What follows belongs to an exercise in optimizing a design on an open flow for small area; a production flow would make more cautious choices.
Only simulation tests tie the RTL to the original design; equivalence was not proved.
Power is estimated from default activity; no workload was simulated.

<file path="flow/design.v">
`timescale 1ns / 1ps
module SincronizadorVGA(
  input wire clk, reset,
  output reg hsync, vsync,
  output reg tick,            
  output wire video_on,
  output wire [9:0] pixelx, pixely
  );
function [11:0] inc12; input [11:0] a; input ci; integer i; reg c; begin
  c = ci;
  for (i = 0; i < 12; i = i + 1) begin inc12[i] = a[i] ^ c; c = a[i] & c; end
end endfunction
reg [1:0] mod4_reg;
reg [9:0] hcount_reg, vcount_reg;
wire h_end = hcount_reg[9] & hcount_reg[8] & (&hcount_reg[4:0]);
wire v_end = vcount_reg[9] & vcount_reg[3] & vcount_reg[2];
wire [11:0] hm_inc = inc12({hcount_reg, mod4_reg}, 1'b1);
wire [11:0] v_inc = inc12({2'b0, vcount_reg}, 1'b1);
wire line_end = h_end & (&mod4_reg);
always @(posedge clk, posedge reset)
  if (reset) begin
    mod4_reg <= 2'b00;
    hcount_reg <= 10'd0;
    vcount_reg <= 10'd0;
  end else begin
    mod4_reg <= hm_inc[1:0];
    hcount_reg <= line_end ? 10'd0 : hm_inc[11:2];
    if (line_end)
      vcount_reg <= v_end ? 10'd0 : v_inc[9:0];
  end
always @(posedge clk) begin
  hsync <= ~(hcount_reg >= 10'd656 && hcount_reg <= 10'd751);
  vsync <= ~(vcount_reg >= 10'd490 && vcount_reg <= 10'd491);
  tick  <= (vcount_reg >= 10'd480);
end
assign video_on = (hcount_reg < 10'd640) && (vcount_reg < 10'd480);
assign pixelx = hcount_reg;
assign pixely = vcount_reg;
endmodule
`timescale 1ns / 1ps
module ImpresionDatos(
    input wire clk,
    input wire [9:0] pixelx, pixely,
    input wire loaded,
    input wire [3:0] segU, segD, minU, minD, horU, horD, fecU, fecD, mesU, mesD,
                     anoU, anoD, semU, semD, segUT, segDT, minUT, minDT,
                     horUT, horDT,
    input wire [2:0] diaU,           
    input wire [7:0] cursor,
    input wire Escribir, ProgramarCrono, instrucciones,
    output reg graficos,
    output wire [2:0] color,
    output wire [18:0] rom_addr
    );
localparam [3:0] M_GH=0, M_GM=1, M_GS=2, M_D=3, M_PSEM=4, M_PCRO=5, M_PANO=6,
                 M_PFEC=7, M_C=8, M_S=9, M_R=10, M_II=11, M_IT=12, M_A=13;
wire [9:0] x = pixelx, y = pixely;
reg g_n;
reg [3:0] m_n, d_n;
wire [2:0] c_n;
wire y_sem  = y >= 14 && y <= 29;
wire y_ins  = y >= 50 && y <= 125;
wire y_c1   = y >= 141 && y <= 157;
wire y_pc   = y >= 158 && y <= 264;
wire y_g    = y >= 197 && y <= 302;
wire y_raya = y >= 244 && y <= 247;
wire y_c2   = y >= 265 && y <= 348;
wire y_cur  = y >= 306 && y <= 308;
wire y_ano  = y >= 419 && y <= 431;
wire y_A    = y >= 420 && y <= 435;
wire y_RD   = y >= 433 && y <= 448;
wire y_cro  = y >= 436 && y <= 448;
wire y_tec  = y >= 423 && y <= 466;
wire y_fec  = y >= 454 && y <= 466;
wire x_hD = x >= 59 && x <= 121,  x_hU = x >= 123 && x <= 185;
wire x_mD = x >= 260 && x <= 322, x_mU = x >= 324 && x <= 386;
wire x_sD = x >= 459 && x <= 521, x_sU = x >= 524 && x <= 586;
wire x_G = x_hD | x_hU | x_mD | x_mU | x_sD | x_sU;
wire eE = Escribir, eP = ProgramarCrono;
wire curG = (cursor == 8'h21 && eE && x >= 459 && x <= 583) ||
            (cursor == 8'h22 && eE && x >= 260 && x <= 384) ||
            (cursor == 8'h23 && eE && x >= 59 && x <= 183);
wire x_cro = (x >= 127 && x <= 142) || (x >= 152 && x <= 167) || (x >= 176 && x <= 191);
always @* begin
  g_n = y_c1 | (y_c2 & !(y_cur & curG)) | (y_g & !y_raya & x_G)
      | (y_sem & ((x >= 360 && x <= 375) || (y <= 28 && x >= 272 && x <= 335)))
      | (instrucciones & y_ins & x >= 51 && x <= 574)
      | (y_tec & x >= 560)
      | (y_RD & ((x >= 19 && x <= 120) || (x >= 448 && x <= 512)))
      | (y_A & x >= 472 && x <= 486)
      | (y_cro & x_cro)
      | (y_ano & x >= 488 && x <= 504)
      | (y_fec & ((x >= 464 && x <= 479) || (x >= 496 && x <= 511)));
end
always @* begin
  if (y < 30) m_n = (x[6] & x[5]) ? M_PSEM : M_S;
  else if (y < 141) m_n = M_II;
  else if (y < 197) m_n = M_C;
  else if (y < 303) m_n = !x_G ? M_C : (x < 256) ? M_GH : (x < 448) ? M_GM : M_GS;
  else if (y < 419) m_n = M_C;
  else if (x >= 560) m_n = M_IT;
  else if (x <= 120) m_n = M_R;
  else if (x < 448) m_n = M_PCRO;
  else if (x >= 472 && x <= 486 && y <= 435) m_n = M_A;
  else if (y >= 454) m_n = M_PFEC;
  else if (y >= 433) m_n = M_D;
  else m_n = M_PANO;
end
wire b_sem = y < 30;
wire b_g   = y >= 197 && y < 303;
wire b_low = y >= 419;
wire b_ano = b_low && y < 433;
wire b_cro = b_low && y >= 433 && y < 454;
wire b_fec = y >= 454;
wire [20:0] sel;
assign sel[0]  = b_sem & (x >= 367);             
assign sel[1]  = b_sem & (x < 367);              
assign sel[2]  = b_g & (x < 122);                
assign sel[3]  = b_g & (x >= 122) & (x < 256);   
assign sel[4]  = b_g & (x >= 256) & (x < 323);   
assign sel[5]  = b_g & (x >= 323) & (x < 448);   
assign sel[6]  = b_g & (x >= 448) & (x < 523);   
assign sel[7]  = b_g & (x >= 523);               
assign sel[8]  = b_cro & (x < 135);              
assign sel[9]  = b_cro & (x >= 135) & (x < 143);
assign sel[10] = b_cro & (x >= 143) & (x < 160);
assign sel[11] = b_cro & (x >= 160) & (x < 168);
assign sel[12] = b_cro & (x >= 168) & (x < 184);
assign sel[13] = b_cro & (x >= 184) & (x < 448);
assign sel[14] = b_cro & (x >= 448);             
assign sel[15] = b_ano & (x < 497);              
assign sel[16] = b_ano & (x >= 497);             
assign sel[17] = b_fec & (x < 473);              
assign sel[18] = b_fec & (x >= 473) & (x < 480);
assign sel[19] = b_fec & (x >= 480) & (x < 505);
assign sel[20] = b_fec & (x >= 505);             
wire [3:0] dm = ({4{sel[0]}} & semU) | ({4{sel[1]}} & semD) | ({4{sel[2]}} & horD) |
  ({4{sel[3]}} & horU) | ({4{sel[4]}} & minD) | ({4{sel[5]}} & minU) | ({4{sel[6]}} & segD) |
  ({4{sel[7]}} & segU) | ({4{sel[8]}} & horDT) | ({4{sel[9]}} & horUT) | ({4{sel[10]}} & minDT) |
  ({4{sel[11]}} & minUT) | ({4{sel[12]}} & segDT) | ({4{sel[13]}} & segUT) | ({4{sel[14]}} & {1'b0, diaU}) |
  ({4{sel[15]}} & anoD) | ({4{sel[16]}} & anoU) | ({4{sel[17]}} & fecD) | ({4{sel[18]}} & fecU) |
  ({4{sel[19]}} & mesD) | ({4{sel[20]}} & mesU);
always @* d_n = dm | {4{!loaded}};
wire cw = (y >= 473) | y_cur
        | (y >= 31 && y <= 32 && cursor == 8'h28 && eE && x >= 360 && x <= 376)
        | (y >= 450 && y <= 451 && ((cursor == 8'h43 && eP && x >= 127 && x <= 143) ||
                                     (cursor == 8'h42 && eP && x >= 152 && x <= 168) ||
                                     (cursor == 8'h41 && eP && x >= 176 && x <= 192) ||
                                     (cursor == 8'h27 && eE && x >= 448 && x <= 533)))
        | (y >= 471 && y <= 472 && cursor == 8'h24 && eE && x >= 464 && x <= 480);
wire pc = y_pc & !y_raya;
wire xb = x == 29 || x == 213 || x == 229 || x == 413 || x == 429 || x == 613;
wire xs = (x >= 29 && x <= 213) || (x >= 229 && x <= 413) || (x >= 429 && x <= 613);
wire cs = pc & xs;
wire ct = !(y_pc | (y >= 352 && y <= 353)) | (pc & xb);
assign c_n = {cw, cs, ct};
reg [3:0] modo, dig;
always @(posedge clk) begin
  graficos <= g_n;
  modo <= g_n ? m_n : {1'b0, c_n};
  dig <= d_n;
end
assign color = modo[2:0];
function [11:0] add12; input [11:0] p, q; integer i; reg c; reg [11:0] s; begin
  c = 1'b0;
  for (i = 0; i < 12; i = i + 1) begin
    s[i] = p[i] ^ q[i] ^ c; c = (p[i] & q[i]) | (c & (p[i] ^ q[i])); end
  add12 = s; end endfunction
reg [5:0] off;
always @*
  case (modo)
    M_GH: off = 6'd5;
    M_GM: off = 6'd60;
    default: off = 6'd52;
  endcase
wire [11:0] gx = add12({6'd0, x[5:0]}, {6'd0, off});
reg [9:0] xpart;
always @*
  case (modo)
    M_GH, M_GM, M_GS: xpart = {4'd0, gx[5:0]};
    M_D:  xpart = {4'd0, x[5:0]};
    M_PSEM, M_PCRO, M_PANO, M_PFEC: xpart = {7'd0, x[2:0]};
    default: xpart = x;
  endcase
wire [9:0] cG = dig == 4'd0 ? 10'd0   : dig == 4'd1 ? 10'd67  : dig == 4'd2 ? 10'd127 :
                dig == 4'd3 ? 10'd192 : dig == 4'd4 ? 10'd253 : dig == 4'd5 ? 10'd320 :
                dig == 4'd6 ? 10'd383 : dig == 4'd7 ? 10'd450 : dig == 4'd8 ? 10'd511 :
                dig == 4'd9 ? 10'd576 : 10'd0;
wire [9:0] cP = dig == 4'd0 ? 10'd1   : dig == 4'd1 ? 10'd10  : dig == 4'd2 ? 10'd21  :
                dig == 4'd3 ? 10'd31  : dig == 4'd4 ? 10'd40  : dig == 4'd5 ? 10'd51  :
                dig == 4'd6 ? 10'd60  : dig == 4'd7 ? 10'd71  : dig == 4'd8 ? 10'd80  :
                dig == 4'd9 ? 10'd90  : 10'd0;
wire [9:0] cD = dig == 4'd0 ? 10'd0   : dig == 4'd1 ? 10'd81  : dig == 4'd2 ? 10'd170 :
                dig == 4'd3 ? 10'd279 : dig == 4'd4 ? 10'd365 : dig == 4'd5 ? 10'd458 :
                dig == 4'd6 ? 10'd554 : 10'd0;
reg [9:0] oy; reg [9:0] c;
always @*
  case (modo)
    M_GH, M_GM, M_GS: begin oy = -10'd192;  c = cG; end
    M_D:    begin oy = -10'd88;  c = cD; end
    M_PSEM: begin oy = 10'd312;  c = cP; end
    M_PCRO: begin oy = -10'd109;  c = cP; end
    M_PANO: begin oy = -10'd93;  c = cP; end
    M_PFEC: begin oy = -10'd128;  c = cP; end
    M_C:    begin oy = -10'd29;  c = 10'd0; end
    M_S:    begin oy = 10'd313;  c = 10'd72; end
    M_R:    begin oy = -10'd109;  c = 10'd90; end
    M_II:   begin oy = 10'd108;   c = -10'd50; end
    M_IT:   begin oy = -10'd254; c = 10'd15; end
    default: begin oy = -10'd93; c = -10'd44; end
  endcase
wire [11:0] L = add12({2'd0, xpart}, {2'd0, c});
wire [11:0] Y = add12({2'd0, y}, {2'd0, oy});
wire [11:0] Q5 = add12({2'd0, Y[9:0]}, {Y[9:0], 2'b0});
wire [11:0] Qlo = add12({9'd0, Q5[2:0]}, {9'd0, L[9:7]});
reg [11:0] Q;
reg pa;
integer qi;
always @* begin
  Q[2:0] = Qlo[2:0];
  pa = Qlo[3];
  for (qi = 3; qi < 12; qi = qi + 1) begin
    Q[qi] = Q5[qi] ^ pa;
    pa = pa & Q5[qi];
  end
end
assign rom_addr = {Q, L[6:0]};
endmodule
`timescale 1ns / 1ps
module Interfaz(
    input wire clk,reset,
    input wire instrucciones,ProgramarCrono,ring,
    input wire [7:0] cursor,
    input wire Escribir,
    output wire  [11:0] rgbO,
    output wire hsync,vsync,
    output wire video_on,
    input wire [7:0] datos0,datos1,datos2,datos3,datos4,datos5,datos6,datos7,datos8,
    datos9,datos10,
    output wire [18:0] mem_addr,
    output wire mem_en,
    input wire [11:0] mem_data
    );
wire [9:0] pixelx, pixely;
wire tick;
SincronizadorVGA SincronizadorVGA_unit(
  .clk(clk), .reset(reset),
  .hsync(hsync), .vsync(vsync), .tick(tick), .video_on(video_on),
  .pixelx(pixelx), .pixely(pixely));
reg loaded;
always @(posedge clk, posedge reset)
  if (reset) loaded <= 1'b0;
  else if (tick) loaded <= 1'b1;
reg [2:0] diaU;    
reg [3:0] segU, segD, minU, minD, horU, horD, fecU, fecD, mesU, mesD, anoU, anoD,
          semU, semD, segUT, segDT, minUT, minDT, horUT, horDT;
always @(posedge clk)
  if (tick) begin
    segU <= datos0[3:0];  segD <= datos0[7:4];
    minU <= datos1[3:0];  minD <= datos1[7:4];
    horU <= datos2[3:0];  horD <= datos2[7:4];
    fecU <= datos3[3:0];  fecD <= datos3[7:4];
    mesU <= datos4[3:0];  mesD <= datos4[7:4];
    anoU <= datos5[3:0];  anoD <= datos5[7:4];
    diaU <= (datos6[3] | (&datos6[2:0])) ? 3'd7 : datos6[2:0];
    semU <= datos7[3:0];  semD <= datos7[7:4];
    segUT <= datos8[3:0]; segDT <= datos8[7:4];
    minUT <= datos9[3:0]; minDT <= datos9[7:4];
    horUT <= datos10[3:0]; horDT <= datos10[7:4];
  end
wire graficos;
wire [2:0] color;    
wire [18:0] address;
ImpresionDatos ImpresionDatos_unit(
  .clk(clk), .pixelx(pixelx), .pixely(pixely), .loaded(loaded),
  .segU(segU), .segD(segD), .minU(minU), .minD(minD), .horU(horU), .horD(horD),
  .fecU(fecU), .fecD(fecD), .mesU(mesU), .mesD(mesD), .anoU(anoU), .anoD(anoD),
  .diaU(diaU), .semU(semU), .semD(semD), .segUT(segUT), .segDT(segDT),
  .minUT(minUT), .minDT(minDT), .horUT(horUT), .horDT(horDT),
  .cursor(cursor), .Escribir(Escribir), .ProgramarCrono(ProgramarCrono),
  .instrucciones(instrucciones),
  .graficos(graficos), .color(color), .rom_addr(address));
assign mem_addr = address;
assign mem_en = graficos;
reg [11:0] douta_reg;
always @(posedge clk)
  douta_reg <= mem_data;
wire cw = color[2], cs = color[1], ct = color[0];
wire [11:0] colorTab = {cw, cw, cw | (cs & ct), cw | cs,
                        cw, cw, cw | ct, cw | cs | ct,
                        cw, cw, cw | ct, cs};
wire alarm = ring && (pixely >= 10'd473) && (pixely <= 10'd480);
reg [11:0] rgb;
always @(posedge clk)
  if (video_on && !tick)
    rgb <= graficos ? douta_reg : alarm ? 12'hf00 : colorTab;
  else
    rgb <= 12'h0f7;
assign rgbO = rgb;
endmodule
</file>
<file path="flow/flow/run.sh">
#!/bin/bash
# Standard ORFS layout with these changes:
#  - synthesis is the standard flow's own script, except that ABC maps the logic with an
#    area-oriented script (flow/abc_area.script); registers are untouched;
#  - the port buffers use the smallest buffer cell;
#  - clock tree synthesis adds no dummy loads and uses small clock buffers.
# Every tool's log stays under orfs/logs/; make's output goes to flow_make.log.
set -euo pipefail
W=$(pwd)
{
  head -n 1 synth_recipe.tcl
  cat <<EOT
proc abc {args} {
  set i [lsearch -exact \$args -script]
  if {\$i >= 0} { lset args [expr {\$i + 1}] $W/flow/abc_area.script }
  yosys abc {*}\$args
}
EOT
  tail -n +2 synth_recipe.tcl
} > own_synth.tcl
sed "s|SYNTH_SCRIPT=[^ ]*|SYNTH_SCRIPT=$W/own_synth.tcl|" standard.sh > own_standard.sh
export BUFFER_PORTS_ARGS="-buffer_cell sky130_fd_sc_hd__buf_1"
export CTS_ARGS="-sink_clustering_enable -repair_clock_nets -dont_use_dummy_load -buf_list sky130_fd_sc_hd__clkbuf_8 -sink_clustering_size 24 -sink_clustering_max_diameter 120"
bash own_standard.sh finish > flow_make.log 2>&1
</file>
<file path="flow/flow/abc_area.script">
&get -n
&st
&deepsyn -J 200 -T 900
&st
&dch -f
&nf -R 1000
&put
</file>
<file path="flow/standard.sh">
#!/bin/bash
# synth_recipe.tcl (not shown) runs the flow's synth.tcl, then flattens the netlist and writes it again
# the make line also repeats each setting of config.mk as NAME=value (left out here)
make -C /OpenROAD-flow-scripts/flow DESIGN_CONFIG=/design/flow/config.mk WORK_HOME=/design/flow/orfs CLKGATE_MAP_FILE= SYNTH_SCRIPT=/design/flow/synth_recipe.tcl "${@:-finish}"
</file>
<file path="flow/config.mk">
export PLATFORM = sky130hd
export DESIGN_NAME = Interfaz
export DESIGN_NICKNAME = Interfaz
export VERILOG_FILES = /design/flow/design.v
export SDC_FILE = /design/flow/constraint.sdc
export NUM_CORES = 4
export LEC_CHECK = 0
export CAP_MARGIN = 0
export CORE_MARGIN = 2
export CORE_UTILIZATION = 40
export GPL_TIMING_DRIVEN = 0
export PLACE_DENSITY = 0.6
export SLEW_MARGIN = 0
</file>
<file path="flow/constraint.sdc">
create_clock -name core_clock -period 10.0 [get_ports {clk}]
set_input_delay 2.0000 -clock core_clock [delete_from_list [all_inputs] [get_ports {clk}]]
set_output_delay 2.0000 -clock core_clock [all_outputs]
set_load 0.01 [all_outputs]
</file>
==> results.toml, run 1 <==
[sta]
slew_violations = 0
fin_skew_ns = 0.03534
relSlewSlack_pct = 21.26
max_freq_mhz = 104.0
period_needed_ns = 9.619
finalSetupViolCount = 0
rsz0062_at_grt = "no"
finalHoldViolCount = 0
setup_tns_ns = 0
tightestPinTransition_ns = 1.172
period_share_pct = 96.19

[worst_hold_path]
hp-class = "register to register"
worstHoldPathCells = 2
hold_start = "douta_reg[8]"
min_to = "rgb[8]"

[power]
vdd_drop_max_uv = 143.9
p_comb_share_pct = 2.1
p_clk_share_pct = 34.1
cell_internal_pwr_w = 0.0007804
seq_power_share_pct = 63.8
switching_share_pct = 19.89
p_sw_w = 0.0001938
power_density_nw_per_um2 = 107.3
power.total_w = 0.0009742
p_leak_nw = 3.257

[critical_path]
crit_fanout = 6
critPathTopFamily = "adder cells"
crit_path_frequent_cell = "ha_1"
max_stage_delay_ns = 0.49
timing.rr.start = "SincronizadorVGA_unit.hcount_reg[3]"
crit_type = "register to primary output"
cp.arrival_ns = 7.62
reg2reg_to = "ImpresionDatos_unit.modo[2]"
rrSetupSlack_ns = 6.33
crit_slowest_cell = "fa_1"
endpoint_kind = "primary output"
reg2reg_depth = 12
start_kind = "register"
critPathBufInv = 8
cp_data_required_time_ns = 8.00

[global_route]
grt_start_max_net_pins = 49
use_met1_pct = 29.52
antenna_found_initial = 0
grt_use_met3_pct = 3.632
overflow = 0
met2_usage_pct = 34.96
grt_pass1_wl_microns = 33790
track_usage_pct = 21.46
grt.busiest_layer = "met2"
grt_pass1_vias = 6327

[cells_and_area]
regArea_sq_um = 3804
multi_input_area_sq_um = 3892
n_fill_cell = 1917
diodes = 0
drive_gt1_share_pct = 5.038
final_area_sq_um = 9082
area_growth_pct = 16.07
nNetsFinal = 1112

[detailed_routing]
drt-initial-drc-count = 565
wl_per_cell_microns = 18.01
drc = 0
final_antenna_net_count = 0
via_per_inst = 5.593
dr.pass1.iters = 5
vias = 6700
wirelength_microns = 21580

[place]
dpl_cell_area_sq_um = 8728
io_buffers = 144
gp_congestion = 0.9614
hpwl_microns = 16520

[yosys]
synth_xor_area_share_pct = 1.343
synth.distinct_cells = 50
synth.area.mux_share_pct = 0.5596
syn_avg_cell_area_sq_um = 10.23
synth_edf_count = 83
syn_nets = 942
syn-instance-count = 765
synth-main-ff-cell = "edfxtp_1"
synth_compound_area_share_pct = 16.57
syn-cell-area_sq_um = 7825
synth-async-reset-ratio_pct = 16.20
yosys_register_bits = 142
synthAdderAreaFrac_pct = 12.66
synthSimpleGateAreaFrac_pct = 17.81
synth_top_family_by_area = "simple AND/OR/NAND/NOR gates"
ys_warn_count = 3
yosysSeqAreaShare_pct = 48.42

[clock_tree]
cts.sinks = 142
clockRootBuffer = "clkbuf_8"
clk_pin_slew_ns = 0.05
clockBufferDepth = 2
cts-htree-levels = 4
cts_tree = "done"
cts_buffers = 17
clk_latency_ns = 0.45

[floorplanning]
pin_count = 149
die-area_sq_um = 20700
initial_core_util_pct = 40.47
core-area_sq_um = 19330
dieHeight_microns = 143.9
fp.dieW_microns = 143.9
rows = 51

[outcome]
status = "complete, no violations"

[job]
drv_cap = 0
[cell usage in the layout (no fill, tap or decap), types with 6 or more instances in the layout]
cell / count
a211oi_1: 7
a21oi_1: 54
a221oi_1: 13
a222oi_1: 9
a22o_1: 6
a22oi_1: 14
a31oi_1: 13
and2_0: 13
and3_1: 10
buf_1: 143
buf_4: 6
clkbuf_8: 17
clkinv_1: 55
dfrtp_1: 23
dfxtp_1: 30
edfxtp_1: 83
fa_1: 23
ha_1: 36
nand2_1: 86
nand2b_1: 13
nand3_1: 25
nand4_1: 8
nor2_1: 69
nor2b_1: 11
nor3_1: 17
nor4_1: 10
o21ai_0: 36
or2_0: 10
or3_1: 6
xnor2_1: 10
[cell families (layout without fill, tap and decap cells)]
logic type,after synthesis,count (layout)
flip-flops,142,142
AND/OR/NAND/NOR,293,293
buffers and inverters,55,223
XOR/XNOR,12,12
AO/OA/AOI/OAI,196,196
multiplexers,4,4
adder cells (fa/ha/maj),63,63
[how the worst max path moves through the flow]
stage	from	to	cells after the start
2_1_floorplan	ImpresionDatos_unit.modo[2]	mem_addr[18]	33
3_5_place_dp	ImpresionDatos_unit.modo[1]	mem_addr[18]	34
6_report	ImpresionDatos_unit.modo[3]	mem_addr[18]	34
4_1_cts	ImpresionDatos_unit.modo[2]	mem_addr[18]	34
3_3_place_gp	ImpresionDatos_unit.modo[1]	mem_addr[18]	34
5_1_grt	ImpresionDatos_unit.dig[2]	mem_addr[18]	35
[worst register-to-register path, cell delays in order, from the launching register on]
cell and delay, ns:
dfrtp_1 0.77, clkinv_1 0.47, nor2_1 0.34, nand2_1 0.09, o22ai_1 0.25, o21ai_0 0.12, nand2_1 0.09, a31oi_1 0.10
o41ai_1 0.41, o2111ai_1 0.38, o21ai_0 0.29, a21oi_1 0.08, a31oi_1 0.18
[power groups by stage]
| stage | combinational (W) | sequential [W] | clock, W |
|---|---|---|---|
| 2_1_floorplan | 0.00000306 | 0.000635 | 0 |
| 3_3_place_gp | 0.0000210 | 0.000634 | 0 |
| 3_5_place_dp | 0.0000211 | 0.000634 | 0 |
| 4_1_cts | 0.0000211 | 0.000622 | 0.000342 |
| 5_1_grt | 0.0000241 | 0.000621 | 0.000363 |
| 6_report | 0.0000208 | 0.000621 | 0.000332 |
[stage by stage]
stage / setup WS, ns / hold WS, ns / std cells / util, %
after floorplan: 0.9260 / 0.4030 / 765 / -
after global placement: 0.01191 / 0.4126 / 1174 / 44.98
after detailed placement: 0.008465 / 0.4152 / 1175 / 45.14
after CTS: 0.001131 / 0.4245 / 1192 / 46.44
after global routing: 0.01914 / 0.4393 / 1198 / 46.97
final: 0.3811 / 0.4232 / 1198 / 46.97
[layout make-up]
cell class                      count  share of cell area, %
Multi-Input combinational cell    568                  42.86
Sequential cell                   142                  41.88
Timing Repair Buffer              151                  6.764
Tap cell                          265                  3.651
Clock buffer                       17                  2.576
Inverter                           55                  2.273
[synthesized netlist by cell type, types with 13 or more instances]
| cell type | number | share of area, % |
|---|---|---|
| a21oi_1 | 54 | 3.5 |
| a221oi_1 | 13 | 1.5 |
| a22oi_1 | 14 | 1.3 |
| a31oi_1 | 13 | 1.0 |
| and2_0 | 14 | 1.1 |
| clkinv_1 | 55 | 2.6 |
| dfrtp_1 | 23 | 7.4 |
| dfxtp_1 | 36 | 9.2 |
| edfxtp_1 | 83 | 32 |
| fa_1 | 27 | 6.9 |
| ha_1 | 36 | 5.8 |
| nand2_1 | 86 | 4.1 |
| nand2b_1 | 13 | 1.0 |
| nand3_1 | 25 | 1.6 |
| nor2_1 | 73 | 3.5 |
| nor3_1 | 19 | 1.2 |
| o21ai_0 | 37 | 2.4 |
[repair_timing]
action                                  4_1_cts  5_1_grt
setup buffers                                 0        6
gates cloned                                  0        0
resized for setup                            10       20
pin swaps                                     0        5
endpoints found under the setup margin        3        3
hold buffers                                  0        0
[routing by layer]
metal	wire length [microns]	up-vias	share of wire, %
li1	-	3182	-
met1	9500	3187	44
met2	10320	300	48
met3	1371	31	6.4
met4	384	0	1.8
met5	0	-	0
==> run 2, diff against run 1 <==
--- a/flow/flow/run.sh
+++ b/flow/flow/run.sh
@@ -21,4 +21,4 @@
 sed "s|SYNTH_SCRIPT=[^ ]*|SYNTH_SCRIPT=$W/own_synth.tcl|" standard.sh > own_standard.sh
 export BUFFER_PORTS_ARGS="-buffer_cell sky130_fd_sc_hd__buf_1"
-export CTS_ARGS="-sink_clustering_enable -repair_clock_nets -dont_use_dummy_load -buf_list sky130_fd_sc_hd__clkbuf_8 -sink_clustering_size 24 -sink_clustering_max_diameter 120"
+export CTS_ARGS="-sink_clustering_enable -repair_clock_nets -dont_use_dummy_load -buf_list sky130_fd_sc_hd__clkbuf_8"
 bash own_standard.sh finish > flow_make.log 2>&1
--- a/flow/config.mk
+++ b/flow/config.mk
@@ -8,6 +8,6 @@
 export CAP_MARGIN = 0
 export CORE_MARGIN = 2
-export CORE_UTILIZATION = 40
+export CORE_UTILIZATION = 65
 export GPL_TIMING_DRIVEN = 0
-export PLACE_DENSITY = 0.6
+export PLACE_DENSITY = 0.8
 export SLEW_MARGIN = 0
==> results.toml, run 2 <==
[outcome]
status = "complete, no violations"

[place]
io_buffers = 144
gp_congestion = 1.035
hpwl_microns = 15910

[sta]
finalSetupViolCount = 0
relSlewSlack_pct = 15.22
slew_violations = 0
setup_tns_ns = 0
whs_ns = 0.4275
fin_skew_ns = 0.02843
period_share_pct = 96.71
period_needed_ns = 9.671
finalHoldViolCount = 0
max_freq_mhz = 103.4
tightestPinTransition_ns = 1.262

[detailed_routing]
wl_per_cell_microns = 19.99
vias = 7057
final_antenna_net_count = 0
dr.pass1.iters = 8
drc = 0
wirelength_microns = 21690
drt-initial-drc-count = 945
via_per_inst = 6.504

[power]
power_density_nw_per_um2 = 108.5
p_leak_nw = 3.291
vdd_drop_max_uv = 151.4

[clock_tree]
cts_tree = "done"
clockRootBuffer = "clkbuf_8"
cts.sinks = 142
clk_latency_ns = 0.44
cts_buffers = 17
cts-htree-levels = 4
clk_pin_slew_ns = 0.07
clockBufferDepth = 2
holdBufCountCts = 0

[critical_path]
crit_start = "ImpresionDatos_unit.modo[3]"
cp.arrival_ns = 7.67
cp_data_required_time_ns = 8.00
crit_fanout = 6
crit_path_frequent_cell = "ha_1"
crit_slowest_cell = "fa_1"
timing.rr.start = "SincronizadorVGA_unit.hcount_reg[1]"
start_kind = "register"
max_stage_delay_ns = 0.51
endpoint_kind = "primary output"
crit_type = "register to primary output"

[cells_and_area]
mostFrequentLayoutCell = "buf_1"
nNetsFinal = 1117
drive_gt1_share_pct = 5.757
final_cell_mix = "143 x buf_1, 86 x nand2_1, 83 x edfxtp_1"
n_fill_cell = 821
diodes = 0
area_growth_pct = 14.73

[global_route]
grt_pass1_vias = 6673
grt_pass1_wl_microns = 33290
antenna_found_initial = 0
track_usage_pct = 33.84
overflow = 0
grt_start_max_net_pins = 85

[worst_hold_path]
hp-class = "register to register"
hold_start = "douta_reg[8]"

[yosys]
ys_warn_count = 3
syn-cell-area_sq_um = 7825
synth_top_area_share_pct = 31.85
yosys_register_bits = 142
synthTopCellsByArea = "edfxtp_1 32%, dfxtp_1 9.2%, dfrtp_1 7.4%"
synth_edf_count = 83
yosysMostFrequentCell = "nand2_1"
yosysSeqAreaShare_pct = 48.42
synth-async-reset-ratio_pct = 16.20
synth-main-ff-cell = "edfxtp_1"
syn_nets = 942
syn_avg_cell_area_sq_um = 10.23
yosysTopAreaCell = "edfxtp_1"
synth.distinct_cells = 50
yosys-top-cells-count = "86 x nand2_1, 83 x edfxtp_1, 73 x nor2_1"
syn-instance-count = 765

[job]
drv_cap = 0

[floorplanning]
core-area_sq_um = 11860
fp.dieW_microns = 113.7
dieHeight_microns = 113.7
pin_count = 149
rows = 40
initial_core_util_pct = 65.97
die-area_sq_um = 12930
run 2: cell counts after synthesis:
No cell type changed its count.
run 2: final timing paths:
kind / slack, ns / endpoint / cells after the start
max: 0.33 / mem_addr[18] / 34
min: 0.43 / rgb[8] / 2
max reg2reg: 6.24 / ImpresionDatos_unit.modo[3] / 11
min reg2reg: 0.43 / rgb[8] / 2
max in group asynchronous: 7.97 / SincronizadorVGA_unit.vcount_reg[0] / 2
min in group asynchronous: 1.61 / SincronizadorVGA_unit.hcount_reg[9] / 2
run 2: area by class of cell:
cell class	count	area (sq um)	share of cell area [%]
Timing Repair Buffer	156	651.9	7.261
Multi-Input combinational cell	568	3896	43.40
Sequential cell	142	3805	42.38
Tap cell	147	183.9	2.049
Inverter	55	206.4	2.300
Clock buffer	17	234.0	2.606
run 2: through the flow:
step	worst slack [ns]	total power, W	std cells	area, sq um	util [%]
6_report	0.3290	0.0009741	1085	8977	75.69
5_1_grt	-0.02784	0.001001	1085	8977	75.69
4_1_cts	0.008252	0.0009789	1074	8838	74.51
3_5_place_dp	0.04465	0.0006550	1057	8581	72.34
3_3_place_gp	0.2304	0.0006533	1056	8549	72.08
2_1_floorplan	0.9260	0.0006376	765	7825	-
run 2: timing repair:
item,CTS,global route
setup buffers,0,11
resized for setup,12,19
pin swaps,0,10
setup endpoints to repair,3,2
gates cloned,0,0
endpoints found under the hold margin,0,0
run 2: critical path: cells and delay by family, from the launching register on:
kind	cells	cell delay (ns)
AO/OA/AOI/OAI	1	0.08
adder cells (fa/ha/maj)	20	5.06
XOR/XNOR	2	0.35
flip-flops	1	0.37
buffers and inverters	8	0.62
AND/OR/NAND/NOR	3	0.78
run 2: kinds of logic (layout without fill, tap and decap cells):
kind of cell / after synthesis / after routing / share of synthesized area (%)
buffers and inverters: 55 / 228 / 2.638
AND/OR/NAND/NOR: 293 / 293 / 17.81
multiplexers: 4 / 4 / 0.5596
adder cells (fa/ha/maj): 63 / 63 / 12.66
XOR/XNOR: 12 / 12 / 1.343
AO/OA/AOI/OAI: 196 / 196 / 16.57
flip-flops: 142 / 142 / 48.42
run 2: where the power goes:
part | switching [W] | internal (W) | total, W | leakage (nW)
Clock | 0.000182 | 0.000150 | 0.000332 | 0.122
Combinational | 0.0000104 | 0.0000104 | 0.0000208 | 1.82
Sequential | 0.000000836 | 0.000621 | 0.000621 | 1.35
run 2: routing by layer:
metal	wire, microns	up-vias	GRT usage [%]
met2	10440	450	55.65
met5	0	-	0
li1	-	3186	-
met4	1068	0	18.54
met3	1853	79	6.695
met1	8324	3342	42.43
==> run 3, diff against run 2 <==
--- a/flow/flow/run.sh
+++ b/flow/flow/run.sh
@@ -21,4 +21,4 @@
 sed "s|SYNTH_SCRIPT=[^ ]*|SYNTH_SCRIPT=$W/own_synth.tcl|" standard.sh > own_standard.sh
 export BUFFER_PORTS_ARGS="-buffer_cell sky130_fd_sc_hd__buf_1"
-export CTS_ARGS="-sink_clustering_enable -repair_clock_nets -dont_use_dummy_load -buf_list sky130_fd_sc_hd__clkbuf_8"
+export CTS_ARGS="-sink_clustering_enable -repair_clock_nets -dont_use_dummy_load -root_buf sky130_fd_sc_hd__clkbuf_8 -buf_list sky130_fd_sc_hd__clkbuf_4"
 bash own_standard.sh finish > flow_make.log 2>&1
==> results.toml, run 3 <==
[outcome]
status = "complete, no violations"

[critical_path]
reg2reg_to = "ImpresionDatos_unit.modo[3]"
crit_end = "mem_addr[18]"
endpoint_kind = "primary output"
crit_path_frequent_cell = "ha_1"
timing.rr.start = "SincronizadorVGA_unit.hcount_reg[1]"
critPathBufInv = 7
reg2reg_depth = 11
cp_num_cells = 34
critPathTopFamily = "adder cells"
max_stage_delay_ns = 0.45
crit_type = "register to primary output"
crit_fanout = 11
cp_data_required_time_ns = 8.00
rrSetupSlack_ns = 6.24
crit_start = "ImpresionDatos_unit.modo[0]"
start_kind = "register"
cp.arrival_ns = 7.68
crit_slowest_cell = "dfxtp_2"

[cells_and_area]
nNetsFinal = 1117
drive_gt1_share_pct = 5.437
regArea_sq_um = 3807
multi_input_area_sq_um = 3887
diodes = 0
fin_cells = 1085
mostFrequentLayoutCell = "buf_1"
area_growth_pct = 13.43
n_fill_cell = 831
final_cell_mix = "143 x buf_1, 86 x nand2_1, 83 x edfxtp_1"
final_core_util_pct = 74.83
final_area_sq_um = 8876

[yosys]
synthTopCellsByArea = "edfxtp_1 32%, dfxtp_1 9.2%, dfrtp_1 7.4%"
synth.distinct_cells = 50
yosysMostFrequentCell = "nand2_1"
syn_avg_cell_area_sq_um = 10.23
synth-async-reset-ratio_pct = 16.20
yosysTopAreaCell = "edfxtp_1"
synth_edf_count = 83
ys_warn_count = 3
yosys_register_bits = 142
syn_nets = 942
synth-main-ff-cell = "edfxtp_1"
synth_top_area_share_pct = 31.85
syn-instance-count = 765
yosys-top-cells-count = "86 x nand2_1, 83 x edfxtp_1, 73 x nor2_1"
yosysSeqAreaShare_pct = 48.42
syn-cell-area_sq_um = 7825

[sta]
tightestPinTransition_ns = 1.218
fin_skew_ns = 0.04162
period_needed_ns = 9.684
finalSetupViolCount = 0
max_freq_mhz = 103.3
finalHoldViolCount = 0
setup_tns_ns = 0
rsz0062_at_grt = "no"
whs_ns = 0.4345
period_share_pct = 96.84
slew_violations = 0
relSlewSlack_pct = 18.19

[floorplanning]
dieHeight_microns = 113.7
rows = 40
fp.dieW_microns = 113.7
pin_count = 149
core-area_sq_um = 11860
die-area_sq_um = 12930
initial_core_util_pct = 65.97

[detailed_routing]
final_antenna_net_count = 0
drt-initial-drc-count = 909
wl_per_cell_microns = 19.67
dr.pass1.iters = 9
via_per_inst = 6.445
wirelength_microns = 21350
drc = 0
vias = 6993

[job]
drv_cap = 0

[clock_tree]
cts_tree = "done"
clockRootBuffer = "clkbuf_8"
cts-htree-levels = 4
clockBufferDepth = 2
holdBufCountCts = 0
cts_buffers = 17
clk_latency_ns = 0.44
clk_pin_slew_ns = 0.10
cts.sinks = 142

[global_route]
grt_pass1_vias = 6696
grt_start_max_net_pins = 85
overflow = 0
grt_pass1_wl_microns = 32930
track_usage_pct = 33.43
antenna_found_initial = 0

[place]
gp_congestion = 1.035
dp_cells = 1057
io_buffers = 144
dpl_cell_area_sq_um = 8581
hpwl_microns = 15910

[power]
power_density_nw_per_um2 = 101.2
vdd_drop_max_uv = 129.9
p_leak_nw = 3.265

[worst_hold_path]
hold_start = "douta_reg[8]"
hp-class = "register to register"
## run 3: cells by family after synthesis
group           after synthesis  synth area share, %
simple gates                293                17.81
compound gates              196                16.57
flops                       142                48.42
mux                           4               0.5596
xor+xnor                     12                1.343
buf+inv                      55                2.638
fa+ha+maj                    63                12.66
## run 3: where the power goes
group	internal (W)	switching [W]	leakage, nW
sequential	0.000620	0.000000834	1.35
clock	0.0000833	0.000174	0.0808
combinational	0.0000104	0.00000999	1.83
## run 3: worst min-delay path by stage
stage | to | slack [ns] | cells past startpoint
after global routing | rgb[8] | 0.45 | 2
final | rgb[8] | 0.43 | 2
after CTS | rgb[8] | 0.43 | 2
after global placement | rgb[5] | 0.41 | 1
after floorplan | rgb[5] | 0.40 | 1
after detailed placement | rgb[8] | 0.42 | 2
## run 3: what timing repair did
| action | CTS | global route |
|---|---|---|
| gates resized for setup | 13 | 16 |
| pin swaps | 0 | 11 |
| buffers inserted | 0 | 11 |
| endpoints found under the setup margin | 3 | 2 |
## run 3: tightest hold or removal path, delay by kind of cell (launching register included)
family | cells | cell delay [ns]
buffers and inverters | 1 | 0.03
flip-flops | 1 | 0.31
AO/OA/AOI/OAI | 1 | 0.05
## run 3: stage by stage
step           worst slack (ns)  power [W]
3_5_place_dp            0.04465  0.0006550
2_1_floorplan            0.9260  0.0006376
4_1_cts                 0.02743  0.0009001
5_1_grt                0.005646  0.0009263
6_report                 0.3156  0.0008984
3_3_place_gp             0.2304  0.0006533
## run 3: area by class of cell
| cell class | count | area share [%] |
|---|---|---|
| Sequential cell | 142 | 42.90 |
| Tap cell | 147 | 2.072 |
| Multi-Input combinational cell | 568 | 43.80 |
| Inverter | 55 | 2.326 |
| Timing Repair Buffer | 156 | 7.401 |
| Clock buffer | 17 | 1.508 |
## run 3: metal layers
layer	vias up	track usage [%]	share of wire (%)
li1	3188	-	-
met3	75	7.439	8.8
met4	0	16.34	4.0
met5	-	0	0
met1	3317	42.12	39
met2	413	55.09	48
==> run 4, diff against run 3 <==
--- a/flow/design.v
+++ b/flow/design.v
@@ -15,8 +15,8 @@
 wire h_end = hcount_reg[9] & hcount_reg[8] & (&hcount_reg[4:0]);
 wire v_end = vcount_reg[9] & vcount_reg[3] & vcount_reg[2];
+wire line_end = h_end & (&mod4_reg);
 wire [11:0] hm_inc = inc12({hcount_reg, mod4_reg}, 1'b1);
-wire [11:0] v_inc = inc12({2'b0, vcount_reg}, 1'b1);
-wire line_end = h_end & (&mod4_reg);
-always @(posedge clk, posedge reset)
+wire [11:0] v_inc = inc12({2'b0, vcount_reg}, line_end);
+always @(posedge clk)
   if (reset) begin
     mod4_reg <= 2'b00;
@@ -26,6 +26,5 @@
     mod4_reg <= hm_inc[1:0];
     hcount_reg <= line_end ? 10'd0 : hm_inc[11:2];
-    if (line_end)
-      vcount_reg <= v_end ? 10'd0 : v_inc[9:0];
+    vcount_reg <= (line_end & v_end) ? 10'd0 : v_inc[9:0];
   end
 always @(posedge clk) begin
@@ -249,7 +248,6 @@
   .pixelx(pixelx), .pixely(pixely));
 reg loaded;
-always @(posedge clk, posedge reset)
-  if (reset) loaded <= 1'b0;
-  else if (tick) loaded <= 1'b1;
+always @(posedge clk)
+  loaded <= !reset & (loaded | tick);
 reg [2:0] diaU;    
 reg [3:0] segU, segD, minU, minD, horU, horD, fecU, fecD, mesU, mesD, anoU, anoD,
--- a/flow/flow/run.sh
+++ b/flow/flow/run.sh
@@ -21,4 +21,4 @@
 sed "s|SYNTH_SCRIPT=[^ ]*|SYNTH_SCRIPT=$W/own_synth.tcl|" standard.sh > own_standard.sh
 export BUFFER_PORTS_ARGS="-buffer_cell sky130_fd_sc_hd__buf_1"
-export CTS_ARGS="-sink_clustering_enable -repair_clock_nets -dont_use_dummy_load -root_buf sky130_fd_sc_hd__clkbuf_8 -buf_list sky130_fd_sc_hd__clkbuf_4"
+export CTS_ARGS="-sink_clustering_enable -repair_clock_nets -dont_use_dummy_load -buf_list sky130_fd_sc_hd__clkbuf_8 -sink_clustering_size 24 -sink_clustering_max_diameter 120"
 bash own_standard.sh finish > flow_make.log 2>&1
--- a/flow/config.mk
+++ b/flow/config.mk
@@ -8,6 +8,5 @@
 export CAP_MARGIN = 0
 export CORE_MARGIN = 2
-export CORE_UTILIZATION = 65
-export GPL_TIMING_DRIVEN = 0
-export PLACE_DENSITY = 0.8
+export CORE_UTILIZATION = 40
+export PLACE_DENSITY = 0.6
 export SLEW_MARGIN = 0
==> results.toml, run 4 <==
[cells_and_area]
mostFrequentLayoutCell = "buf_1"
final_core_util_pct = 48.90
area_growth_pct = 20.51
diodes = 0
nNetsFinal = 1106
drive_gt1_share_pct = 10.34
final_cell_mix = "143 x buf_1, 83 x edfxtp_1, 80 x nand2_1"
n_fill_cell = 1766
final_area_sq_um = 9085

[critical_path]
crit_type = "register to primary output"
crit_slowest_cell = "or4_4"
timing.rr.start = "SincronizadorVGA_unit.vcount_reg[4]"
cp_data_required_time_ns = 8.00
start_kind = "register"
crit_path_frequent_cell = "fa_2"
crit_fanout = 2
max_stage_delay_ns = 0.55
reg2reg_depth = 11
rrSetupSlack_ns = 6.20
critPathTopFamily = "adder cells"
endpoint_kind = "primary output"
reg2reg_to = "ImpresionDatos_unit.modo[0]"
critPathBufInv = 8
cp.arrival_ns = 7.93

[place]
io_buffers = 144
gp_congestion = 1.019
dpl_cell_area_sq_um = 8616
pre_cts_ws_ns = 0.1575
hpwl_microns = 16240

[sta]
final.setup.worst_slack_ns = 0.06520
slew_violations = 0
finalSetupViolCount = 0
rsz0062_at_grt = "yes"
period_needed_ns = 9.935
relSlewSlack_pct = 40.19
setup_tns_ns = 0
fin_skew_ns = 0.03190
max_freq_mhz = 100.7
tightestPinTransition_ns = 0.8972
finalHoldViolCount = 0
period_share_pct = 99.35

[global_route]
overflow = 0
grt_start_max_net_pins = 77
track_usage_pct = 21.80
grt_pass1_wl_microns = 33570
antenna_found_initial = 0
grt_pass1_vias = 6341

[detailed_routing]
via_per_inst = 5.651
wl_met3_microns = 1353
dr.pass1.iters = 8
vias = 6566
drt-met1-wl_microns = 9607
wl_per_cell_microns = 18.44
top_layer_used = "met4"
final_antenna_net_count = 0
wirelength_microns = 21420
drt-initial-drc-count = 576
wl_met2_microns = 9831
drc = 0

[power]
power_density_nw_per_um2 = 107.7
p_leak_nw = 3.133
cell_internal_pwr_w = 0.0007826
p_comb_share_pct = 2.6
p_sw_w = 0.0001956
seq_power_share_pct = 63.6
vdd_drop_max_uv = 75.87
switching_share_pct = 19.99
p_clk_share_pct = 33.9

[yosys]
synthTopCellsByArea = "edfxtp_1 33%, dfxtp_1 16%, fa_1 7.2%"
synth.area.mux_share_pct = 0
synth_compound_area_share_pct = 15.90
synth_xor_area_share_pct = 1.627
yosysMostFrequentCell = "edfxtp_1"
syn-cell-area_sq_um = 7538
synth_edf_count = 83
synth_top_family_by_area = "simple AND/OR/NAND/NOR gates"
yosys_register_bits = 142
syn_nets = 907
yosysTopAreaCell = "edfxtp_1"
synthAdderAreaFrac_pct = 12.98
syn_avg_cell_area_sq_um = 10.31
synth-async-reset-ratio_pct = 0
yosys-top-cells-count = "83 x edfxtp_1, 81 x nand2_1, 68 x nor2_1"
yosysSeqAreaShare_pct = 48.73
synth-main-ff-cell = "edfxtp_1"
syn-instance-count = 731
synthSimpleGateAreaFrac_pct = 18.27
synth.distinct_cells = 52
ys_warn_count = 3
synth_top_area_share_pct = 33.06

[worst_hold_path]
worstHoldPathCells = 2
hold_start = "douta_reg[8]"
hp-class = "register to register"
min_to = "rgb[8]"

[clock_tree]
clk_latency_ns = 0.46
clk_pin_slew_ns = 0.08
cts.sinks = 142
clockBufferDepth = 2
cts-htree-levels = 4
cts_tree = "done"
cts_buffers = 17
clockRootBuffer = "clkbuf_8"

[floorplanning]
initial_core_util_pct = 40.57
pin_count = 149
dieHeight_microns = 141.3
core-area_sq_um = 18580
die-area_sq_um = 19960
fp.dieW_microns = 141.3
rows = 50

[job]
drv_cap = 0

[outcome]
status = "complete, no violations"
## run 4: changes by cell type after synthesis, sizes merged, moves of 5 or more
cell and change:
clkinv -5, nand2 -5, and3 -10, dfrtp -23
and2 +9, o21ai -8, nor2 -5, a21oi -6
a22oi -7, a222oi +5, nor3 +10, dfxtp +23
## run 4: power by group through the flow
stage	registers, W	logic (W)	clock network, W
after detailed placement	0.000634	0.0000254	0
after global placement	0.000634	0.0000253	0
final	0.000622	0.0000252	0.000331
after global routing	0.000622	0.0000293	0.000366
after floorplan	0.000635	0.00000520	0
after CTS	0.000622	0.0000254	0.000341
## run 4: worst max path at each step
stage / from / endpoint / slack [ns] / cells past startpoint
global placement: ImpresionDatos_unit.modo[2] / mem_addr[18] / 0.15 / 38
floorplan: ImpresionDatos_unit.modo[3] / mem_addr[18] / 0.47 / 37
detailed placement: ImpresionDatos_unit.modo[2] / mem_addr[18] / 0.16 / 38
CTS: ImpresionDatos_unit.dig[2] / mem_addr[18] / -0.03 / 39
global route: ImpresionDatos_unit.dig[2] / mem_addr[18] / -0.24 / 39
finish: ImpresionDatos_unit.dig[2] / mem_addr[18] / 0.07 / 38
## run 4: metrics by stage
| step | instances | hold WS [ns] | power [W] |
|---|---|---|---|
| finish | 1162 | 0.4145 | 0.0009782 |
| global route | 1162 | 0.4293 | 0.001017 |
| CTS | 1159 | 0.4176 | 0.0009884 |
| detailed placement | 1141 | 0.4086 | 0.0006599 |
| global placement | 1141 | 0.3980 | 0.0006597 |
| floorplan | 731 | 0.3896 | 0.0006404 |
## run 4: final cells by class
class	count	area (sq um)	share of cell area, %
clock buffer	17	234.0	2.575
inverter	50	191.4	2.107
multi-input combinational	539	3874	42.64
sequential	142	3681	40.52
tap	234	292.8	3.223
timing repair buffer	180	812.0	8.938
## run 4: kinds of logic after synthesis
| kind of cell | Yosys count |
|---|---|
| and+or+nand+nor | 288 |
| buffers and inverters | 50 |
| AOI/OAI and AO/OA | 175 |
| DFF | 142 |
| xor gates and xnor gates | 14 |
| adders and majority gates | 62 |
## run 4: worst reg2reg max path: stages (launching register included)
cell and delay (ns):
dfxtp_1 0.57, clkinv_1 0.39, nand3_1 0.27, o21ai_0 0.15
o31ai_1 0.61, nand2_1 0.24, a311oi_1 0.32, nand2_1 0.10
a221oi_1 0.33, o21ai_0 0.28, o41ai_1 0.19, o22ai_1 0.21
## run 4: timing repair
action | 4_1_cts | 5_1_grt
endpoints found under the setup margin | 2 | 2
pin swaps | 8 | 21
endpoints found under the hold margin | 0 | 0
setup buffers | 1 | 3
hold buffers | 0 | 0
gates resized for setup | 25 | 27
## run 4: routing by layer
metal / vias up / global-route usage, %
met2: 318 / 34.57
met1: 3083 / 29.95
met5: - / 0
met3: 45 / 3.949
met4: 0 / 8.316
li1: 3120 / -
==> run 5, diff against run 4 <==
--- a/flow/design.v
+++ b/flow/design.v
@@ -212,16 +212,11 @@
 wire [11:0] Y = add12({2'd0, y}, {2'd0, oy});
 wire [11:0] Q5 = add12({2'd0, Y[9:0]}, {Y[9:0], 2'b0});
+function [8:0] inc9; input [8:0] a; integer i; reg c; begin
+  c = 1'b1;
+  for (i = 0; i < 9; i = i + 1) begin inc9[i] = a[i] ^ c; c = a[i] & c; end
+end endfunction
 wire [11:0] Qlo = add12({9'd0, Q5[2:0]}, {9'd0, L[9:7]});
-reg [11:0] Q;
-reg pa;
-integer qi;
-always @* begin
-  Q[2:0] = Qlo[2:0];
-  pa = Qlo[3];
-  for (qi = 3; qi < 12; qi = qi + 1) begin
-    Q[qi] = Q5[qi] ^ pa;
-    pa = pa & Q5[qi];
-  end
-end
+wire [8:0] Qinc = inc9(Q5[11:3]);
+wire [11:0] Q = {Qlo[3] ? Qinc : Q5[11:3], Qlo[2:0]};
 assign rom_addr = {Q, L[6:0]};
 endmodule
--- a/flow/config.mk
+++ b/flow/config.mk
@@ -9,4 +9,5 @@
 export CORE_MARGIN = 2
 export CORE_UTILIZATION = 40
+export GPL_TIMING_DRIVEN = 0
 export PLACE_DENSITY = 0.6
 export SLEW_MARGIN = 0
==> results.toml, run 5 <==
[sta]
period_share_pct = 95.00
setup_tns_ns = 0
max_freq_mhz = 105.3
tightestPinTransition_ns = 1.060
whs_ns = 0.4159
rsz0062_at_grt = "no"
relSlewSlack_pct = 28.70
final.setup.worst_slack_ns = 0.5003
period_needed_ns = 9.500
finalSetupViolCount = 0
slew_violations = 0
fin_skew_ns = 0.02384
finalHoldViolCount = 0

[floorplanning]
core-area_sq_um = 18770
rows = 50
fp.dieW_microns = 142.4
initial_core_util_pct = 40.85
pin_count = 149
dieHeight_microns = 142.4
die-area_sq_um = 20290

[place]
hpwl_microns = 15900
io_buffers = 144
pre_cts_ws_ns = 0.2331
gp_congestion = 0.9707

[yosys]
synth_top_area_share_pct = 32.51
synth-main-ff-cell = "edfxtp_1"
yosysSeqAreaShare_pct = 47.92
yosysTopAreaCell = "edfxtp_1"
synth-async-reset-ratio_pct = 0
synthTopCellsByArea = "edfxtp_1 33%, dfxtp_1 15%, fa_1 7.1%"
syn_avg_cell_area_sq_um = 10.29
syn-instance-count = 745
ys_warn_count = 3
yosys-top-cells-count = "83 x edfxtp_1, 80 x nand2_1, 68 x nor2_1"
syn-cell-area_sq_um = 7666
synth_edf_count = 83
yosys_register_bits = 142
yosysMostFrequentCell = "edfxtp_1"
syn_nets = 920
synth.distinct_cells = 56

[power]
seq_power_share_pct = 63.7
power.total_w = 0.0009766
power_density_nw_per_um2 = 110.9
p_comb_share_pct = 2.6
vdd_drop_max_uv = 99.19
p_sw_w = 0.0001950
p_leak_nw = 3.054
switching_share_pct = 19.97
cell_internal_pwr_w = 0.0007816
p_clk_share_pct = 33.8

[clock_tree]
clk_latency_ns = 0.45
cts.sinks = 142
cts_tree = "done"
clk_pin_slew_ns = 0.05
cts_buffers = 17
clockRootBuffer = "clkbuf_8"
holdBufCountCts = 0
cts-htree-levels = 4
clockBufferDepth = 2

[critical_path]
cp.arrival_ns = 7.50
start_kind = "register"
crit_slowest_cell = "dfxtp_1"
max_stage_delay_ns = 0.49
crit_path_frequent_cell = "fa_1"
endpoint_kind = "primary output"
crit_fanout = 11
rrSetupSlack_ns = 6.12
cp_data_required_time_ns = 8.00
crit_type = "register to primary output"
reg2reg_to = "ImpresionDatos_unit.dig[1]"
reg2reg_depth = 9
timing.rr.start = "SincronizadorVGA_unit.vcount_reg[2]"

[cells_and_area]
area_growth_pct = 14.85
diodes = 0
drive_gt1_share_pct = 3.418
final_cell_mix = "144 x buf_1, 83 x edfxtp_1, 79 x nand2_1"
mostFrequentLayoutCell = "buf_1"
nNetsFinal = 1084

[job]
drv_cap = 0

[global_route]
grt_pass1_wl_microns = 33370
grt_start_max_net_pins = 77
overflow = 0
grt_pass1_vias = 6296
track_usage_pct = 21.28
antenna_found_initial = 0

[worst_hold_path]
hp-class = "register to register"
worstHoldPathCells = 1
min_to = "SincronizadorVGA_unit.mod4_reg[0]"
hold_start = "SincronizadorVGA_unit.mod4_reg[0]"

[detailed_routing]
wirelength_microns = 21230
final_antenna_net_count = 0
dr.pass1.iters = 5
vias = 6604
wl_per_cell_microns = 18.61
drc = 0
drt-initial-drc-count = 621
via_per_inst = 5.788

[outcome]
status = "complete, no violations"
## run 5: how the worst max path moves through the flow
stage	start	endpoint	slack, ns	depth (start not counted)
2_1_floorplan	ImpresionDatos_unit.modo[2]	mem_addr[17]	1.38	26
3_3_place_gp	ImpresionDatos_unit.modo[2]	mem_addr[18]	0.15	34
3_5_place_dp	ImpresionDatos_unit.modo[2]	mem_addr[18]	0.23	34
4_1_cts	ImpresionDatos_unit.modo[2]	mem_addr[18]	0.01	34
5_1_grt	ImpresionDatos_unit.modo[1]	mem_addr[18]	0.02	29
6_report	ImpresionDatos_unit.dig[1]	mem_addr[18]	0.50	34
## run 5: power by group through the flow
stage | sequential [W] | clock (W) | combinational (W)
after global routing | 0.000622 | 0.000364 | 0.0000281
after detailed placement | 0.000635 | 0 | 0.0000250
after global placement | 0.000635 | 0 | 0.0000249
after CTS | 0.000622 | 0.000341 | 0.0000252
final | 0.000622 | 0.000330 | 0.0000250
after floorplan | 0.000635 | 0 | 0.00000537
## run 5: metrics by stage
step,cell area [sq um],util [%],std cells
after floorplan,7666,-,745
after global placement,8499,45.29,1123
after detailed placement,8531,45.45,1124
after CTS,8767,46.71,1141
after global routing,8805,46.91,1141
final,8805,46.91,1141
## run 5: what timing repair did
item,4_1_cts,5_1_grt
resized for setup,2,16
pin swaps,0,0
setup buffers,0,0
endpoints found under the hold margin,0,0
endpoints found under the setup margin,8,10
## run 5: logic make-up after synthesis
logic type,Yosys count,share of synthesized area [%]
AO/OA/AOI/OAI,181,16.11
flip-flops,142,47.92
XOR/XNOR,12,1.371
multiplexers,6,0.8650
buffers and inverters,51,2.497
adder cells (fa/ha/maj),61,12.60
AND/OR/NAND/NOR,292,18.64
## run 5: area by class of cell
cell class | count | area (sq um)
Clock buffer | 17 | 234.0
Fill cell | 1829 | 9963
Inverter | 51 | 191.4
Multi-Input combinational cell | 552 | 3831
Sequential cell | 142 | 3687
Tap cell | 234 | 292.8
Timing Repair Buffer | 145 | 568.0
## run 5: worst max-delay path: cells and delay by family (launching register included)
family                   cells  cell delay (ns)
AND/OR/NAND/NOR              7             1.14
AO/OA/AOI/OAI                4             0.74
buffers and inverters        9             0.74
XOR/XNOR                     3             0.57
flip-flops                   1             0.49
adder cells (fa/ha/maj)     11             3.40
## run 5: routing by layer
| layer | vias to the layer above | global-route usage, % | wire length (microns) |
|---|---|---|---|
| met5 | - | 0 | 0 |
| met4 | 0 | 7.817 | 664 |
| met3 | 63 | 4.576 | 1666 |
| met2 | 355 | 32.84 | 9696 |
| met1 | 3067 | 29.56 | 9201 |
| li1 | 3119 | - | - |
==> run 6, diff against run 5 <==
--- a/flow/design.v
+++ b/flow/design.v
@@ -166,24 +166,75 @@
     s[i] = p[i] ^ q[i] ^ c; c = (p[i] & q[i]) | (c & (p[i] ^ q[i])); end
   add12 = s; end endfunction
-reg [5:0] off;
-always @*
-  case (modo)
-    M_GH: off = 6'd5;
-    M_GM: off = 6'd60;
-    default: off = 6'd52;
-  endcase
-wire [11:0] gx = add12({6'd0, x[5:0]}, {6'd0, off});
+wire gw = (modo == M_GH) ? (x[5:0] >= 6'd59) : (modo == M_GM) ? (x[5:0] >= 6'd4) :
+          (x[5:0] >= 6'd12);
 reg [9:0] xpart;
 always @*
   case (modo)
-    M_GH, M_GM, M_GS: xpart = {4'd0, gx[5:0]};
-    M_D:  xpart = {4'd0, x[5:0]};
+    M_GH, M_GM, M_GS, M_D: xpart = {4'd0, x[5:0]};
     M_PSEM, M_PCRO, M_PANO, M_PFEC: xpart = {7'd0, x[2:0]};
     default: xpart = x;
   endcase
-wire [9:0] cG = dig == 4'd0 ? 10'd0   : dig == 4'd1 ? 10'd67  : dig == 4'd2 ? 10'd127 :
-                dig == 4'd3 ? 10'd192 : dig == 4'd4 ? 10'd253 : dig == 4'd5 ? 10'd320 :
-                dig == 4'd6 ? 10'd383 : dig == 4'd7 ? 10'd450 : dig == 4'd8 ? 10'd511 :
-                dig == 4'd9 ? 10'd576 : 10'd0;
+wire [9:0] cGH0 = dig == 4'd0 ? 10'd5 :
+                  dig == 4'd1 ? 10'd72 :
+                  dig == 4'd2 ? 10'd132 :
+                  dig == 4'd3 ? 10'd197 :
+                  dig == 4'd4 ? 10'd258 :
+                  dig == 4'd5 ? 10'd325 :
+                  dig == 4'd6 ? 10'd388 :
+                  dig == 4'd7 ? 10'd455 :
+                  dig == 4'd8 ? 10'd516 :
+                  dig == 4'd9 ? 10'd581 : 10'd5;
+wire [9:0] cGH1 = dig == 4'd0 ? 10'd965 :
+                  dig == 4'd1 ? 10'd8 :
+                  dig == 4'd2 ? 10'd68 :
+                  dig == 4'd3 ? 10'd133 :
+                  dig == 4'd4 ? 10'd194 :
+                  dig == 4'd5 ? 10'd261 :
+                  dig == 4'd6 ? 10'd324 :
+                  dig == 4'd7 ? 10'd391 :
+                  dig == 4'd8 ? 10'd452 :
+                  dig == 4'd9 ? 10'd517 : 10'd965;
+wire [9:0] cGM0 = dig == 4'd0 ? 10'd60 :
+                  dig == 4'd1 ? 10'd127 :
+                  dig == 4'd2 ? 10'd187 :
+                  dig == 4'd3 ? 10'd252 :
+                  dig == 4'd4 ? 10'd313 :
+                  dig == 4'd5 ? 10'd380 :
+                  dig == 4'd6 ? 10'd443 :
+                  dig == 4'd7 ? 10'd510 :
+                  dig == 4'd8 ? 10'd571 :
+                  dig == 4'd9 ? 10'd636 : 10'd60;
+wire [9:0] cGM1 = dig == 4'd0 ? 10'd1020 :
+                  dig == 4'd1 ? 10'd63 :
+                  dig == 4'd2 ? 10'd123 :
+                  dig == 4'd3 ? 10'd188 :
+                  dig == 4'd4 ? 10'd249 :
+                  dig == 4'd5 ? 10'd316 :
+                  dig == 4'd6 ? 10'd379 :
+                  dig == 4'd7 ? 10'd446 :
+                  dig == 4'd8 ? 10'd507 :
+                  dig == 4'd9 ? 10'd572 : 10'd1020;
+wire [9:0] cGS0 = dig == 4'd0 ? 10'd52 :
+                  dig == 4'd1 ? 10'd119 :
+                  dig == 4'd2 ? 10'd179 :
+                  dig == 4'd3 ? 10'd244 :
+                  dig == 4'd4 ? 10'd305 :
+                  dig == 4'd5 ? 10'd372 :
+                  dig == 4'd6 ? 10'd435 :
+                  dig == 4'd7 ? 10'd502 :
+                  dig == 4'd8 ? 10'd563 :
+                  dig == 4'd9 ? 10'd628 : 10'd52;
+wire [9:0] cGS1 = dig == 4'd0 ? 10'd1012 :
+                  dig == 4'd1 ? 10'd55 :
+                  dig == 4'd2 ? 10'd115 :
+                  dig == 4'd3 ? 10'd180 :
+                  dig == 4'd4 ? 10'd241 :
+                  dig == 4'd5 ? 10'd308 :
+                  dig == 4'd6 ? 10'd371 :
+                  dig == 4'd7 ? 10'd438 :
+                  dig == 4'd8 ? 10'd499 :
+                  dig == 4'd9 ? 10'd564 : 10'd1012;
+wire [9:0] cG = (modo == M_GH) ? (gw ? cGH1 : cGH0) : (modo == M_GM) ? (gw ? cGM1 : cGM0) :
+                (gw ? cGS1 : cGS0);
 wire [9:0] cP = dig == 4'd0 ? 10'd1   : dig == 4'd1 ? 10'd10  : dig == 4'd2 ? 10'd21  :
                 dig == 4'd3 ? 10'd31  : dig == 4'd4 ? 10'd40  : dig == 4'd5 ? 10'd51  :
==> results.toml, run 6 <==
[clock_tree]
clockRootBuffer = "clkbuf_8"
cts-htree-levels = 4
ctsResizeCount = 0
cts_buffers = 17
holdBufCountCts = 0
cts_tree = "done"
post_cts_buffers = 0
cts.sinks = 142
clockBufferDepth = 2
clk_latency_ns = 0.44
clk_pin_slew_ns = 0.06

[yosys]
syn_avg_cell_area_sq_um = 9.948
synthTopCellsByArea = "edfxtp_1 32%, dfxtp_1 15%, fa_1 6.5%"
synth-main-ff-cell = "edfxtp_1"
synth.distinct_cells = 54
synth_edf_count = 83
yosys-top-cells-count = "90 x nand2_1, 83 x edfxtp_1, 76 x nor2_1"
synth_top_area_share_pct = 32.50
ys_warn_count = 3
yosysSeqAreaShare_pct = 47.90
syn-instance-count = 771
synth-async-reset-ratio_pct = 0
yosys_register_bits = 142
yosysTopAreaCell = "edfxtp_1"
yosysMostFrequentCell = "nand2_1"
syn_nets = 941
syn-cell-area_sq_um = 7670

[global_route]
overflow = 0
grt_pass1_wl_microns = 33400
antenna_found_initial = 0
track_usage_pct = 21.23
grt_start_max_net_pins = 78
grt_pass1_vias = 6320

[critical_path]
reg2reg_to = "ImpresionDatos_unit.modo[2]"
crit_fanout = 21
start_kind = "register"
crit_path_frequent_cell = "fa_1"
crit_type = "register to primary output"
cp.arrival_ns = 7.47
critPathBufInv = 7
rrSetupSlack_ns = 6.08
reg2reg_depth = 10
crit_slowest_cell = "dfxtp_1"
cp_data_required_time_ns = 8.00
critPathTopFamily = "adder cells"
max_stage_delay_ns = 0.78
crit_start = "ImpresionDatos_unit.modo[2]"
endpoint_kind = "primary output"
timing.rr.start = "SincronizadorVGA_unit.vcount_reg[4]"

[sta]
setup_tns_ns = 0
fin_skew_ns = 0.02754
max_freq_mhz = 105.6
period_needed_ns = 9.474
whs_ns = 0.4168
finalSetupViolCount = 0
period_share_pct = 94.74
tightestPinTransition_ns = 1.165
relSlewSlack_pct = 21.22
finalHoldViolCount = 0
slew_violations = 0
rsz0062_at_grt = "no"

[cells_and_area]
diodes = 0
final_core_util_pct = 46.73
fin_cells = 1167
nNetsFinal = 1105
area_growth_pct = 14.34
drive_gt1_share_pct = 2.144
final_area_sq_um = 8770
n_fill_cell = 1831
mostFrequentLayoutCell = "buf_1"
final_cell_mix = "144 x buf_1, 90 x nand2_1, 83 x edfxtp_1"

[power]
vdd_drop_max_uv = 74.31
p_leak_nw = 2.970
power_density_nw_per_um2 = 111.4

[detailed_routing]
drt-initial-drc-count = 658
drc = 0
dr.pass1.iters = 5
final_antenna_net_count = 0
wl_per_cell_microns = 18.33
vias = 6729
wirelength_microns = 21390
via_per_inst = 5.766

[worst_hold_path]
hp-class = "register to register"
hold_start = "SincronizadorVGA_unit.mod4_reg[0]"
worstHoldPathCells = 1
min_to = "SincronizadorVGA_unit.mod4_reg[0]"

[place]
gp_congestion = 0.9981
dpl_cell_area_sq_um = 8534
dp_cells = 1150
io_buffers = 144
hpwl_microns = 16140

[floorplanning]
initial_core_util_pct = 40.87
die-area_sq_um = 20300
core-area_sq_um = 18770
fp.dieW_microns = 142.5
rows = 50
dieHeight_microns = 142.5
pin_count = 149

[outcome]
status = "complete, no violations"

[job]
drv_cap = 0
[run 6: power breakdown]
group          leakage, nW  switching [W]  internal (W)   total, W
Sequential            1.23     0.00000180      0.000621   0.000622
Combinational         1.62      0.0000121     0.0000118  0.0000239
Clock                0.122       0.000182      0.000149   0.000331
Total                 2.97       0.000195      0.000782   0.000977
[run 6: area by class of cell]
cell class	instances	area (sq um)	share of cell area (%)
sequential	142	3679	41.95
timing repair buffer	145	568.0	6.477
multi-input combinational	581	3816	43.52
clock buffer	17	234.0	2.668
inverter	48	180.2	2.055
tap	234	292.8	3.339
[run 6: routing by layer]
layer  global-route usage [%]  vias to the layer above  part of all wire (%)  wire [microns]
li1                         -                     3200                     -               -
met1                    28.94                     3132                    44            9330
met3                    4.105                       47                   6.8            1453
met5                        0                        -                     0               0
met4                    7.973                        0                   3.1             672
met2                    33.65                      350                    46            9930
[run 6: how the worst max path moves through the flow]
stage                    to  slack, ns  depth (start not counted)
2_1_floorplan  mem_addr[17]       1.69                         26
3_3_place_gp   mem_addr[18]       0.93                         29
3_5_place_dp   mem_addr[18]       0.87                         29
4_1_cts        mem_addr[18]       0.37                         29
5_1_grt        mem_addr[18]       0.07                         26
6_report       mem_addr[18]       0.53                         26
[run 6: cells by family after synthesis]
family / Yosys count / synth area share (%)
muxes: 2 / 0.2936
xor gates and xnor gates: 10 / 1.142
AOI/OAI and AO/OA: 187 / 16.04
and+or+nand+nor: 326 / 20.70
adders and majority gates: 56 / 11.58
DFF: 142 / 47.90
buffers and inverters: 48 / 2.349
[run 6: stage by stage]
stage / power (W) / worst slack [ns]
3_3_place_gp: 0.0006596 / 0.9325
2_1_floorplan: 0.0006399 / 1.691
4_1_cts: 0.0009871 / 0.3654
3_5_place_dp: 0.0006594 / 0.8670
5_1_grt: 0.001009 / 0.06777
6_report: 0.0009772 / 0.5263

## separate check: timing with driven ports
The results above use ideal ports. As a check the final layouts listed here were re-extracted and re-timed, cells and wires unchanged. Step 1 assumes that a clkbuf_16 drives the clock port and a buf_2 every other input. Step 2 moves the port delays by t, midway between the first and last clock arrival at a register: inputs arrive t later, outputs are due t later. That takes back most of the time a late clock gives input paths. Three values: ideal, step 1, step 2; two values: the first two.
| run | t (ns) | setup WS [ns] | latest minus earliest clock arrival (ns) | slew at the worst register clock pin (ns) | pins driven straight from the clock port |
|---|---|---|---|---|---|
| run 1 | 0.464 | 0.381 / 0.341 / 0.805 | 0.043 / 0.042 | 0.09 / 0.09 | 1 |
| run 2 | 0.466 | 0.329 / 0.289 / 0.755 | 0.028 / 0.028 | 0.08 / 0.08 | 1 |
| run 3 | 0.463 | 0.316 / 0.276 / 0.739 | 0.042 / 0.042 | 0.12 / 0.12 | 1 |
| run 4 | 0.479 | 0.065 / 0.026 / 0.504 | 0.036 / 0.037 | 0.09 / 0.09 | 1 |
| run 5 | 0.475 | 0.500 / 0.463 / 0.938 | 0.025 / 0.025 | 0.08 / 0.08 | 1 |
| run 6 | 0.463 | 0.526 / 0.488 / 0.951 | 0.034 / 0.034 | 0.08 / 0.08 | 1 |
After both steps every run listed still meets setup and hold.
